This is an optimization exercise on Yosys and OpenROAD, whose aim is small area and a short achievable clock period, not a production implementation.
Where RTL was checked, it was by simulation tests only, not by an equivalence proof against the original.
Power is estimated from default activity; no workload was simulated.

## job 101
Design convolution, start of the top module:
module convolution(
input        clk,
input [71:0] pixel_data_in,
input        pixel_data_valid_in,
output reg [7:0] convolved_data_out,
output reg   convolved_data_valid_out
);
For scale: about 600 cells after synthesis, ~83 I/O pins, roughly 3900 sq um of cells after synthesis.
==> flow/config.mk <==
export PLATFORM = sky130hd
export DESIGN_NAME = convolution
export DESIGN_NICKNAME = convolution
export VERILOG_FILES = /design/flow/design.v
export SDC_FILE = /design/flow/constraint.sdc
export NUM_CORES = 4
export LEC_CHECK = 0
export CAP_MARGIN = 20
export CORE_MARGIN = 2
export CORE_UTILIZATION = 40
export SETUP_SLACK_MARGIN = 3.4
export SLEW_MARGIN = 20
==> flow/constraint.sdc <==
create_clock -name core_clock -period 5.5 [get_ports {clk}]
set_input_delay 1.1000 -clock core_clock [delete_from_list [all_inputs] [get_ports {clk}]]
set_output_delay 1.1000 -clock core_clock [all_outputs]
set_load 0.01 [all_outputs]
standard.sh (not shown) runs the stock make flow with config.mk's settings and CLKGATE_MAP_FILE= SYNTH_SCRIPT=/design/flow/synth_recipe.tcl, a recipe that flattens the netlist after the stock synthesis.
==> flow/flow/run.sh <==
#!/bin/bash
# Own flow: the standard synthesis, then its combinational logic re-mapped by ABC for area
# (registers, their names and cell types kept as the standard synthesis made them), then the
# standard ORFS layout of that netlist with buf_1 port buffers.
set -euo pipefail
W=$PWD
R=orfs/results/sky130hd/convolution/base
YOSYS=$FLOW_HOME/../tools/install/yosys/bin/yosys
[ -x "$YOSYS" ] || YOSYS=yosys
LIB=$FLOW_HOME/platforms/sky130hd/lib/sky130_fd_sc_hd__tt_025C_1v80.lib

bash standard.sh synth > std_synth.log 2>&1
cp $R/1_2_yosys.v std_netlist.v
DU=$(grep -o -- "-dont_use [^ ]*" orfs/logs/sky130hd/convolution/base/1_2_yosys.log | sort -u | tr '\n' ' ')
mv orfs orfs_std

cat > resynth.ys <<EOT
read_liberty -ignore_miss_func $LIB
blackbox sky130_fd_sc_hd__df* sky130_fd_sc_hd__conb_*
read_verilog std_netlist.v
hierarchy -top $FLOW_TOP
flatten
opt_clean -purge
opt -fast
abc -script $W/flow/resynth.abc -liberty $LIB $DU
opt_clean -purge
hilomap -singleton -hicell sky130_fd_sc_hd__conb_1 HI -locell sky130_fd_sc_hd__conb_1 LO
splitnets
opt_clean -purge
stat -liberty $LIB
write_verilog -noattr -noexpr -nohex -nodec resynth.v
EOT
$YOSYS -s resynth.ys > resynth.log 2>&1

bash standard.sh SYNTH_NETLIST_FILES=$W/resynth.v \
  BUFFER_PORTS_ARGS="-buffer_cell sky130_fd_sc_hd__buf_1" finish > flow_layout.log 2>&1
==> flow/flow/resynth.abc <==
strash
ifraig
dc2
dch -f
map -a
topo
strash
dch -f
map -a
topo
strash
dch -f
map -a
topo
strash
dch -f
map -a
topo
Job 101 finished every stage and its layout cleared the timing, design-rule and antenna checks.
Setup changes, job 101 to job 102
# job 101
export LEC_CHECK = 0
export CAP_MARGIN = 20
export CORE_MARGIN = 2
export CORE_UTILIZATION = 40
export SETUP_SLACK_MARGIN = 3.4
export SLEW_MARGIN = 20
create_clock -name core_clock -period 5.5 [get_ports {clk}]
# job 102
export LEC_CHECK = 0
export CAP_MARGIN = 20
export CORE_MARGIN = 2
export CORE_UTILIZATION = 40
export SETUP_SLACK_MARGIN = 3.3
export SLEW_MARGIN = 20
create_clock -name core_clock -period 5.5 [get_ports {clk}]
diff --git a/flow/flow/run.sh b/flow/flow/run.sh
--- a/flow/flow/run.sh
+++ b/flow/flow/run.sh
@@ -1,5 +1,6 @@
 #!/bin/bash
-# Own flow: the standard synthesis, then its combinational logic re-mapped by ABC for area
-# (registers, their names and cell types kept as the standard synthesis made them), then the
-# standard ORFS layout of that netlist with buf_1 port buffers.
+# Own flow: the standard synthesis, then its combinational logic re-mapped by ABC (registers,
+# their names and cell types kept exactly as the standard synthesis made them), the logic fed
+# by the input ports mapped for a tighter delay than the rest, then the standard ORFS layout
+# of that netlist with buf_1 cells as the port buffers.
 set -euo pipefail
@@ -10,2 +11,3 @@
 LIB=$FLOW_HOME/platforms/sky130hd/lib/sky130_fd_sc_hd__tt_025C_1v80.lib
+source flow/params.sh
 
@@ -15,2 +17,8 @@
 mv orfs orfs_std
+
+abc_script() {
+  printf "strash\nifraig\nscorr\ndc2\ndch -f\nmap -a\ntopo\nstrash\ndch -f\nmap -D $1\ntopo\nstrash\ndch -f\nmap -D $1\ntopo\n"
+}
+abc_script $D_IN > resynth_in.abc
+abc_script $D_REST > resynth_rest.abc
 
@@ -23,4 +31,9 @@
 opt_clean -purge
+techmap
 opt -fast
-abc -script $W/flow/resynth.abc -liberty $LIB $DU
+select -set s1 w:pixel_data_in w:pixel_data_valid_in %u %co*:-sky130_fd_sc_hd__dfxtp_1[Q] t:sky130_fd_sc_hd__df* %d
+setattr -set stage1 1 @s1
+select -set s2 * a:stage1 %d t:sky130_fd_sc_hd__df* %d t:sky130_fd_sc_hd__conb* %d
+abc -script $W/resynth_rest.abc -liberty $LIB $DU @s2
+abc -script $W/resynth_in.abc -liberty $LIB $DU a:stage1
 opt_clean -purge
==> flow/flow/params.sh (new file) <==
D_IN=900
D_REST=1500
removed: flow/flow/resynth.abc
Results
The lower power per cell area of job 102 and job 101 is in job 102.
Comparing job 101 against job 102, there is no change at all in initial antenna violation count.
Looking only at vias per cell, and setting everything else aside, the higher value of job 102 and job 101 goes to job 102.
Going from job 101 to job 102, final estimated routing congestion in global placement shrank by more than 10%.
Looking at the reports, job 101 completed the entire flow and the layout it produced met the timing, design-rule and antenna checks.
Job 102 closes out successfully: all stages finished, all timing, DRC and antenna checks passed.
Job 102 vs job 101 — number of well-tap cells placed climbed by a few percent
Compared with job 101, job 102 improves register-to-register slack.
Taking job 101 as the reference, in job 102 met1 demand-to-capacity share in global routing increased by 0.92 points relative to the old numbers, worst-case hold slack decreased by 13 ps relative to the old numbers, non-clock buffer contribution to total cell area decreased by 9.9 points relative to the old numbers.
| final instance area | job 102 vs job 101 | better |
On maximum ir drop on the vdd rail: job 102 sits below job 101.
No run of this note included a check of the RTL's function; only the layout flow was run.

---

Another version of the RTL of convolution (not shown whole).
Size in the first run: ~640 cells after synthesis, ~83 I/O pins.
Settings: LEC_CHECK=0, CAP_MARGIN=20, CORE_MARGIN=2, CORE_UTILIZATION=40, SETUP_SLACK_MARGIN=3.4, SLEW_MARGIN=20, TNS_END_PERCENT=10; clock period 5.5 ns.
==> flow/flow/run.sh <==
#!/bin/bash
# Own flow: the standard synthesis, then its combinational logic re-mapped by ABC (registers,
# their names and cell types kept exactly as the standard synthesis made them), the logic fed
# by the input ports mapped for a tighter delay than the rest, then the standard ORFS layout
# of that netlist with buf_1 cells as the port buffers.
set -euo pipefail
W=$PWD
R=orfs/results/sky130hd/convolution/base
YOSYS=$FLOW_HOME/../tools/install/yosys/bin/yosys
[ -x "$YOSYS" ] || YOSYS=yosys
LIB=$FLOW_HOME/platforms/sky130hd/lib/sky130_fd_sc_hd__tt_025C_1v80.lib

bash standard.sh synth > std_synth.log 2>&1
cp $R/1_2_yosys.v std_netlist.v
DU=$(grep -o -- "-dont_use [^ ]*" orfs/logs/sky130hd/convolution/base/1_2_yosys.log | sort -u | tr '\n' ' ')
mv orfs orfs_std

printf "set_driving_cell sky130_fd_sc_hd__buf_1\nset_load 5\n" > abc.constr

cat > resynth.ys <<EOT
read_liberty -ignore_miss_func $LIB
blackbox sky130_fd_sc_hd__df* sky130_fd_sc_hd__conb_*
read_verilog std_netlist.v
hierarchy -top $FLOW_TOP
flatten
opt_clean -purge
techmap
opt -fast
select -set s1 w:pixel_data_in w:pixel_data_valid_in %u %co*:-sky130_fd_sc_hd__dfxtp_1[Q] t:sky130_fd_sc_hd__df* %d
setattr -set stage1 1 @s1
select -set s2 * a:stage1 %d t:sky130_fd_sc_hd__df* %d t:sky130_fd_sc_hd__conb* %d
abc -script $W/flow/rest.abc -liberty $LIB $DU -constr $W/abc.constr @s2
abc -script $W/flow/s1.abc -liberty $LIB $DU -constr $W/abc.constr a:stage1
opt_clean -purge
hilomap -singleton -hicell sky130_fd_sc_hd__conb_1 HI -locell sky130_fd_sc_hd__conb_1 LO
splitnets
opt_clean -purge
stat -liberty $LIB
write_verilog -noattr -noexpr -nohex -nodec resynth.v
EOT
$YOSYS -s resynth.ys > resynth.log 2>&1

bash standard.sh SYNTH_NETLIST_FILES=$W/resynth.v \
  BUFFER_PORTS_ARGS="-buffer_cell sky130_fd_sc_hd__buf_1" finish > flow_layout.log 2>&1
==> flow/flow/rest.abc <==
strash
ifraig
scorr
dc2
dch -f
map -a
topo
strash
dch -f
map -D 1200
topo
strash
dch -f
map -D 1200
topo
==> flow/flow/s1.abc <==
strash
dch -f
map -D 800
topo
buffer
upsize -D 800
dnsize -D 800
The baseline finished with timing, DRC and antenna clean.
Edit:
==> flow/flow/s1.abc (replaced) <==
strash
dch -f
map -D 1000
topo
buffer
upsize -D 850
dnsize -D 850
GPL_ROUTABILITY_DRIVEN = 0   (was not set)
What happened: Final area went down by about 4.4%; synthesized area went down by about 4.7%; sequential share of layout area went up by 0.90 points; core utilization went up by 0.25 points; total power went down by 3.6%; non-clock buffer count went down by 1; critical path depth went up by 9; hold slack gets worse by 0.0043 ns; routed wire length went down by 8.7%.
Edit:
GPL_ROUTABILITY_DRIVEN = not set   (was 0)
SETUP_SLACK_MARGIN = 3.35   (was 3.4)
Via count grows slightly.
Total power grows by a few percent.
Worst hold slack hardly moves.
Clock power grows by a quarter to a third.
Clock skew stays flat.
Clock-buffer cell count grows by 1.
Edit:
==> flow/flow/s1.abc (replaced) <==
strash
dch -f
map -D 900
topo
buffer
upsize -D 850
dnsize -D 850
SETUP_SLACK_MARGIN = 3.4   (was 3.35)
The changed run finished clean.
Power decreases by 1.9%.
Count of clock-buffer cells in the layout does not change.
Maximum frequency increases by about 0.9%.
Routed wire length decreases by 2.0%.
Design area decreases by 0.46%.
Via count increases by about 1%.
Global-route usage decreases by 0.93 points.
Critical path depth decreases by 2.
Utilization decreases by 0.44 points.
Clock skew decreases by 0.0061 ns.

---

== before ==
The RTL this note starts from:
==> flow/design.v <==
module convolution(
input        clk,
input [71:0] pixel_data_in,
input        pixel_data_valid_in,
output reg [7:0] convolved_data_out,
output reg   convolved_data_valid_out
);
wire [7:0] p0 = pixel_data_in[7:0];
wire [7:0] p1 = pixel_data_in[15:8];
wire [7:0] p2 = pixel_data_in[23:16];
wire [7:0] p3 = pixel_data_in[31:24];
wire [7:0] p5 = pixel_data_in[47:40];
wire [7:0] p6 = pixel_data_in[55:48];
wire [7:0] p7 = pixel_data_in[63:56];
wire [7:0] p8 = pixel_data_in[71:64];
reg [8:0] a, b, c, d;
reg       valid1;
always @(posedge clk) begin
    a <= {1'b0, p0} - {1'b0, p8};
    b <= {1'b0, p6} - {1'b0, p2};
    c <= {1'b0, p3} - {1'b0, p5};
    d <= {1'b0, p1} - {1'b0, p7};
    valid1 <= pixel_data_valid_in;
end
wire [10:0] ae = {{2{a[8]}}, a};
wire [10:0] be = {{2{b[8]}}, b};
wire [10:0] ce = {{2{c[8]}}, c};
wire [10:0] de = {{2{d[8]}}, d};
reg [10:0] gx, gy;
reg        valid2;
always @(posedge clk) begin
    gx <= ae + be + {ce[9:0], 1'b0};
    gy <= ae - be + {de[9:0], 1'b0};
    valid2 <= valid1;
end
wire m64x = &gx[10:6] & ~|gx[5:0];
wire m64y = &gy[10:6] & ~|gy[5:0];
wire bigx = ~(&gx[10:6] | ~|gx[10:6]) | m64x;
wire bigy = ~(&gy[10:6] | ~|gy[10:6]) | m64y;
localparam [895:0] TX_TABLE = 896'h7efdfbf7ef9f3e7cf9f3e7af5ebd78f1e3c76edd3a74e5cb870ddbb66ad5a3466c98b060bd72d58ad5294e992a44480f9d3664b1420302800a308142c64d9d3e811244a993a954ad62d5cbd83062c99b468d5ab66eddc3872e5d3a74eddbc78f1e3d7af5ebe7cf9f3e7cf9fbf7efdfbf;
wire [6:0] tx = TX_TABLE[7*gx[6:0] +: 7];
wire [6:0] xy = gy[6:0] ^ {7{gy[10]}};
wire [7:0] cmp = {1'b0, xy} + {1'b0, ~tx} + {7'b0, gy[10]};
wire is_edge = bigx | bigy | cmp[7];
always @(posedge clk) begin
    convolved_data_out <= {8{is_edge}};
    convolved_data_valid_out <= valid2;
end
endmodule
==> flow/config.mk <==
export PLATFORM = sky130hd
export DESIGN_NAME = convolution
export DESIGN_NICKNAME = convolution
export VERILOG_FILES = /design/flow/design.v
export SDC_FILE = /design/flow/constraint.sdc
export NUM_CORES = 4
export LEC_CHECK = 0
export CAP_MARGIN = 20
export CORE_MARGIN = 2
export CORE_UTILIZATION = 40
export SETUP_SLACK_MARGIN = 3.3
export SLEW_MARGIN = 20
export TNS_END_PERCENT = 10
==> flow/constraint.sdc <==
create_clock -name core_clock -period 5.5 [get_ports {clk}]
set_input_delay 1.1000 -clock core_clock [delete_from_list [all_inputs] [get_ports {clk}]]
set_output_delay 1.1000 -clock core_clock [all_outputs]
set_load 0.01 [all_outputs]
==> flow/flow/run.sh <==
#!/bin/bash
# Own flow: the standard synthesis, then its combinational logic re-mapped by ABC for area
# (registers, their names and cell types kept as the standard synthesis made them), then the
# standard ORFS layout of that netlist with buf_1 port buffers.
set -euo pipefail
W=$PWD
R=orfs/results/sky130hd/convolution/base
YOSYS=$FLOW_HOME/../tools/install/yosys/bin/yosys
[ -x "$YOSYS" ] || YOSYS=yosys
LIB=$FLOW_HOME/platforms/sky130hd/lib/sky130_fd_sc_hd__tt_025C_1v80.lib

bash standard.sh synth > std_synth.log 2>&1
cp $R/1_2_yosys.v std_netlist.v
DU=$(grep -o -- "-dont_use [^ ]*" orfs/logs/sky130hd/convolution/base/1_2_yosys.log | sort -u | tr '\n' ' ')
mv orfs orfs_std

cat > resynth.ys <<EOT
read_liberty -ignore_miss_func $LIB
blackbox sky130_fd_sc_hd__df* sky130_fd_sc_hd__conb_*
read_verilog std_netlist.v
hierarchy -top $FLOW_TOP
flatten
opt_clean -purge
opt -fast
abc -script $W/flow/resynth.abc -liberty $LIB $DU
opt_clean -purge
hilomap -singleton -hicell sky130_fd_sc_hd__conb_1 HI -locell sky130_fd_sc_hd__conb_1 LO
splitnets
opt_clean -purge
stat -liberty $LIB
write_verilog -noattr -noexpr -nohex -nodec resynth.v
EOT
$YOSYS -s resynth.ys > resynth.log 2>&1

bash standard.sh SYNTH_NETLIST_FILES=$W/resynth.v \
  BUFFER_PORTS_ARGS="-buffer_cell sky130_fd_sc_hd__buf_1" SETUP_MOVE_SEQUENCE=unbuffer,sizeup,swap finish > flow_layout.log 2>&1
==> flow/flow/resynth.abc <==
strash
ifraig
scorr
dc2
dch -f
map -a
topo
strash
dch -f
map -D 1000
topo
strash
dch -f
map -D 1000
topo
before | status: complete | timing, DRC, antenna: pass
For after, these inputs were changed with respect to before:
Settings: TNS_END_PERCENT: 10 -> unset.
-- flow/flow/run.sh --
<<< before, line 36
  BUFFER_PORTS_ARGS="-buffer_cell sky130_fd_sc_hd__buf_1" SETUP_MOVE_SEQUENCE=unbuffer,sizeup,swap finish > flow_layout.log 2>&1
>>> after, line 36
  BUFFER_PORTS_ARGS="-buffer_cell sky130_fd_sc_hd__buf_1" finish > flow_layout.log 2>&1
Findings:
- When after is set beside before, its number of gates given a new drive strength after cts turns out to be 4 larger.
- Looking at number of clock buffers in the layout, after sits 2 below before.
- after ends up with a total power of the final layout that is about 5.4% higher than in before.
- Design area grows by a few percent when moving from before to after.
- In after the sequential portion of the cell area turned out 0.61 points lower than in before.
- In after, the switching power total came out 0.018 mW above the value in before.
- Re fraction of area in non-clock buffers: after and before aren't equal, and the lower value belongs to before.

---

build 2:
RTL: the design.v shown in full above, as it stands there.
export LEC_CHECK = 0
export CAP_MARGIN = 20
export CORE_MARGIN = 2
export CORE_UTILIZATION = 40
export SETUP_SLACK_MARGIN = 3.3
export SLEW_MARGIN = 20
export TNS_END_PERCENT = 0
create_clock -name core_clock -period 5.5 [get_ports {clk}]
==> flow/flow/run.sh <==
#!/bin/bash
# Own flow: the standard synthesis, then its combinational logic re-mapped by ABC for area
# (registers, their names and cell types kept as the standard synthesis made them), then the
# standard ORFS layout of that netlist with buf_1 port buffers.
set -euo pipefail
W=$PWD
R=orfs/results/sky130hd/convolution/base
YOSYS=$FLOW_HOME/../tools/install/yosys/bin/yosys
[ -x "$YOSYS" ] || YOSYS=yosys
LIB=$FLOW_HOME/platforms/sky130hd/lib/sky130_fd_sc_hd__tt_025C_1v80.lib

bash standard.sh synth > std_synth.log 2>&1
cp $R/1_2_yosys.v std_netlist.v
DU=$(grep -o -- "-dont_use [^ ]*" orfs/logs/sky130hd/convolution/base/1_2_yosys.log | sort -u | tr '\n' ' ')
mv orfs orfs_std

cat > resynth.ys <<EOT
read_liberty -ignore_miss_func $LIB
blackbox sky130_fd_sc_hd__df* sky130_fd_sc_hd__conb_*
read_verilog std_netlist.v
hierarchy -top $FLOW_TOP
flatten
opt_clean -purge
opt -fast
abc -script $W/flow/resynth.abc -liberty $LIB $DU
opt_clean -purge
hilomap -singleton -hicell sky130_fd_sc_hd__conb_1 HI -locell sky130_fd_sc_hd__conb_1 LO
splitnets
opt_clean -purge
stat -liberty $LIB
write_verilog -noattr -noexpr -nohex -nodec resynth.v
EOT
$YOSYS -s resynth.ys > resynth.log 2>&1

bash standard.sh SYNTH_NETLIST_FILES=$W/resynth.v \
  BUFFER_PORTS_ARGS="-buffer_cell sky130_fd_sc_hd__buf_1" finish > flow_layout.log 2>&1
Scripts as last shown in full above: flow/flow/resynth.abc
In summary, build 2 completed successfully, with a layout that passed the timing, design-rule and antenna checks.
For build 29, these inputs were changed with respect to build 2:
Settings: TNS_END_PERCENT removed (was 0); CORE_UTILIZATION changed from 40 to 60; SETUP_SLACK_MARGIN changed from 3.3 to 3.2.
==> results.txt <==
Build 29 | status: complete | timing, DRC, antenna: pass
Detailed-route DRC error count delta (build 29 -> build 2): insignificant
Build 29 against build 2: die area decreased by about 32% relative to the old numbers; net switching power increased by about 4.6% relative to the old numbers; cell area decreased by about 1.8% relative to the old numbers; global-route wire length before repair decreased by 0.60% relative to the old numbers; ratio of final minimum period to clock period increased by 1.1 points relative to the old numbers.
Summary of the comparison: routed length on met1 is lower in build 29, relative to build 2.
Looking at height of the die across build 2 and build 29, the one that comes out lower is build 29.
Row instance area at placement: build 29 lower / build 2 higher
Compared with build 2, width of the chip in build 29 decreased by more than 10%.
Build 29 vs build 2, minimum clock period after layout went up by 0.061 ns.
The following lists how build 84 was set up differently from build 29:
Settings: CORE_UTILIZATION: 60 -> 40; SETUP_SLACK_MARGIN: 3.2 -> 3.3.
--- a/flow/flow/run.sh
+++ b/flow/flow/run.sh
@@ -1,5 +1,6 @@
 #!/bin/bash
-# Own flow: the standard synthesis, then its combinational logic re-mapped by ABC for area
-# (registers, their names and cell types kept as the standard synthesis made them), then the
-# standard ORFS layout of that netlist with buf_1 port buffers.
+# Own flow: the standard synthesis, then its combinational logic re-mapped by ABC (registers,
+# their names and cell types kept exactly as the standard synthesis made them), the logic fed
+# by the input ports mapped for a tighter delay than the rest, then the standard ORFS layout
+# of that netlist with buf_1 cells as the port buffers.
 set -euo pipefail
@@ -10,2 +11,3 @@
 LIB=$FLOW_HOME/platforms/sky130hd/lib/sky130_fd_sc_hd__tt_025C_1v80.lib
+source flow/params.sh
 
@@ -15,2 +17,8 @@
 mv orfs orfs_std
+
+abc_script() {
+  printf "strash\nifraig\nscorr\ndc2\ndch -f\nmap -a\ntopo\nstrash\ndch -f\nmap -D $1\ntopo\nstrash\ndch -f\nmap -D $1\ntopo\n"
+}
+abc_script $D_IN > resynth_in.abc
+abc_script $D_REST > resynth_rest.abc
 
@@ -23,4 +31,9 @@
 opt_clean -purge
+techmap
 opt -fast
-abc -script $W/flow/resynth.abc -liberty $LIB $DU
+select -set s1 w:pixel_data_in w:pixel_data_valid_in %u %co*:-sky130_fd_sc_hd__dfxtp_1[Q] t:sky130_fd_sc_hd__df* %d
+setattr -set stage1 1 @s1
+select -set s2 * a:stage1 %d t:sky130_fd_sc_hd__df* %d t:sky130_fd_sc_hd__conb* %d
+abc -script $W/resynth_rest.abc -liberty $LIB $DU @s2
+abc -script $W/resynth_in.abc -liberty $LIB $DU a:stage1
 opt_clean -purge
==> flow/flow/params.sh (new file) <==
D_IN=900
D_REST=1500
removed: flow/flow/resynth.abc
Number of antenna violations at the first check in global routing came out exactly the same in build 29 and build 84.
Sequential power: build 84 vs build 29, no meaningful difference
Compared with build 29, build 84 shows area of the die that has gone up by more than a quarter.
Taking build 29 as the reference, in build 84 maximum clock frequency saw an increase; clock-buffer cell count saw an increase.
Setup changes, build 84 to build 25
Settings: clearing SETUP_SLACK_MARGIN, which used to be 3.3.
==> flow/flow/run.sh <==
#!/bin/bash
# Own flow: the standard synthesis, then its combinational logic re-mapped by ABC for area
# (registers, their names and cell types kept as the standard synthesis made them), then the
# standard ORFS layout of that netlist with buf_1 port buffers.
set -euo pipefail
W=$PWD
R=orfs/results/sky130hd/convolution/base
YOSYS=$FLOW_HOME/../tools/install/yosys/bin/yosys
[ -x "$YOSYS" ] || YOSYS=yosys
LIB=$FLOW_HOME/platforms/sky130hd/lib/sky130_fd_sc_hd__tt_025C_1v80.lib

bash standard.sh synth > std_synth.log 2>&1
cp $R/1_2_yosys.v std_netlist.v
DU=$(grep -o -- "-dont_use [^ ]*" orfs/logs/sky130hd/convolution/base/1_2_yosys.log | sort -u | tr '\n' ' ')
mv orfs orfs_std

cat > resynth.ys <<EOT
read_liberty -ignore_miss_func $LIB
blackbox sky130_fd_sc_hd__df* sky130_fd_sc_hd__conb_*
read_verilog std_netlist.v
hierarchy -top $FLOW_TOP
flatten
opt_clean -purge
opt -fast
abc -script $W/flow/resynth.abc -liberty $LIB $DU
opt_clean -purge
hilomap -singleton -hicell sky130_fd_sc_hd__conb_1 HI -locell sky130_fd_sc_hd__conb_1 LO
splitnets
opt_clean -purge
stat -liberty $LIB
write_verilog -noattr -noexpr -nohex -nodec resynth.v
EOT
$YOSYS -s resynth.ys > resynth.log 2>&1

bash standard.sh SYNTH_NETLIST_FILES=$W/resynth.v \
  BUFFER_PORTS_ARGS="-buffer_cell sky130_fd_sc_hd__buf_1" finish > flow_layout.log 2>&1
==> flow/flow/resynth.abc (new file) <==
strash
ifraig
scorr
dc2
dch -f
map -a
topo
strash
dch -f
map -D 1000
topo
strash
dch -f
map -D 1000
topo
removed: flow/flow/params.sh
First-pass GRT wire length delta (build 25 − build 84): unfavourable
Going from build 84 to build 25, net count reported at finish shrank slightly.
Build 25: cell count after synthesis 0.61% below build 84
Diff build 84 -> build 25 | global placer's final weighted congestion | increase of about 8%
As far as maximum buffer depth of the clock tree goes, build 84 and build 25 are indistinguishable; the numbers are identical.
Of the two values seen for worst setup path startpoint, gx[2]$_DFF_P_ was produced by build 84 and pixel_data_in[49] by build 25.
[compare] base=build 84 new=build 25: pre-CTS worst setup slack dropped 0.077 ns, power after layout dropped about 9%.
Inputs modified between build 25 and build 96:
Settings: an added SETUP_SLACK_MARGIN of 3.5.
## What came out
Of the two candidates, build 25 has the better overall power consumption and build 96 the worse one.
Setup WNS build 25 -> build 96: better
Wire length, build 96 vs build 25: up by more than 10%
Combinational share of power (build 96 over build 25): increase, 2.2 points
The final area in build 96 sits about 23% above the value recorded for build 25.
Filler-free cell count of the finished design for build 96: 50 up relative to build 25
Build 25 was carried through to the last stage, and its layout satisfied the timing, design-rule and antenna checks.
Build 96: PASS, flow complete, no timing, DRC or antenna violations

[what the ideal ports hide]
How much do the figures lean on ideal ports? The routed layouts below were timed once more, with nothing changed but the port constraints.
Step 1, drivers: a clkbuf_16 drives clk and a buf_2 each remaining input, both assumed.
Step 2 also shifts input and output timing later by t, the mid clock arrival at the registers, as if the neighbouring blocks saw the same clock.
a / b / c = ideal / step 1 / step 2; a / b = the first two.
| run | t (ns) | setup WS [ns] | hold slack, ns | clock arrival spread, ns | cell pins on the clock port's net |
|---|---|---|---|---|---|
| job 101 | 0.340 | 2.730 / 2.730 / 2.625 | 0.343 / 0.343 / 0.343 | 0.008 / 0.008 | 1 |
| job 102 | 0.330 | 3.271 / 3.272 / 2.942 | 0.330 / 0.330 / 0.330 | 0.012 / 0.012 | 1 |
| the first run of note 2 | 0.332 | 3.489 / 3.458 / 3.298 | 0.343 / 0.343 / 0.343 | 0.012 / 0.012 | 1 |
| the second run of note 2 | 0.325 | 3.459 / 3.452 / 3.143 | 0.339 / 0.339 / 0.339 | 0.016 / 0.016 | 1 |
| the third run of note 2 | 0.330 | 3.452 / 3.449 / 3.130 | 0.338 / 0.338 / 0.338 | 0.017 / 0.018 | 1 |
| the fourth run of note 2 | 0.326 | 3.470 / 3.470 / 3.189 | 0.335 / 0.335 / 0.335 | 0.011 / 0.011 | 1 |
| before | 0.350 | 3.355 / 3.360 / 3.009 | 0.329 / 0.329 / 0.329 | 0.013 / 0.013 | 1 |
| after | 0.359 | 3.360 / 3.371 / 3.012 | 0.330 / 0.330 / 0.330 | 0.012 / 0.012 | 1 |
| build 2 | 0.351 | 3.372 / 3.379 / 3.028 | 0.329 / 0.329 / 0.329 | 0.012 / 0.012 | 1 |
| build 29 | 0.364 | 3.311 / 3.318 / 2.954 | 0.332 / 0.332 / 0.332 | 0.013 / 0.012 | 1 |
| build 84 | 0.351 | 3.350 / 3.346 / 2.995 | 0.330 / 0.330 / 0.330 | 0.011 / 0.012 | 1 |
| build 25 | 0.360 | 3.057 / 3.065 / 2.704 | 0.329 / 0.329 / 0.329 | 0.012 / 0.011 | 1 |
| build 96 | 0.363 | 3.416 / 3.412 / 3.049 | 0.331 / 0.331 / 0.331 | 0.013 / 0.013 | 1 |
After both steps setup and hold are still met in every run listed. The setup slack of build 96, which loses most, moves by -0.004 ns with the drivers and by -0.367 ns with both steps.
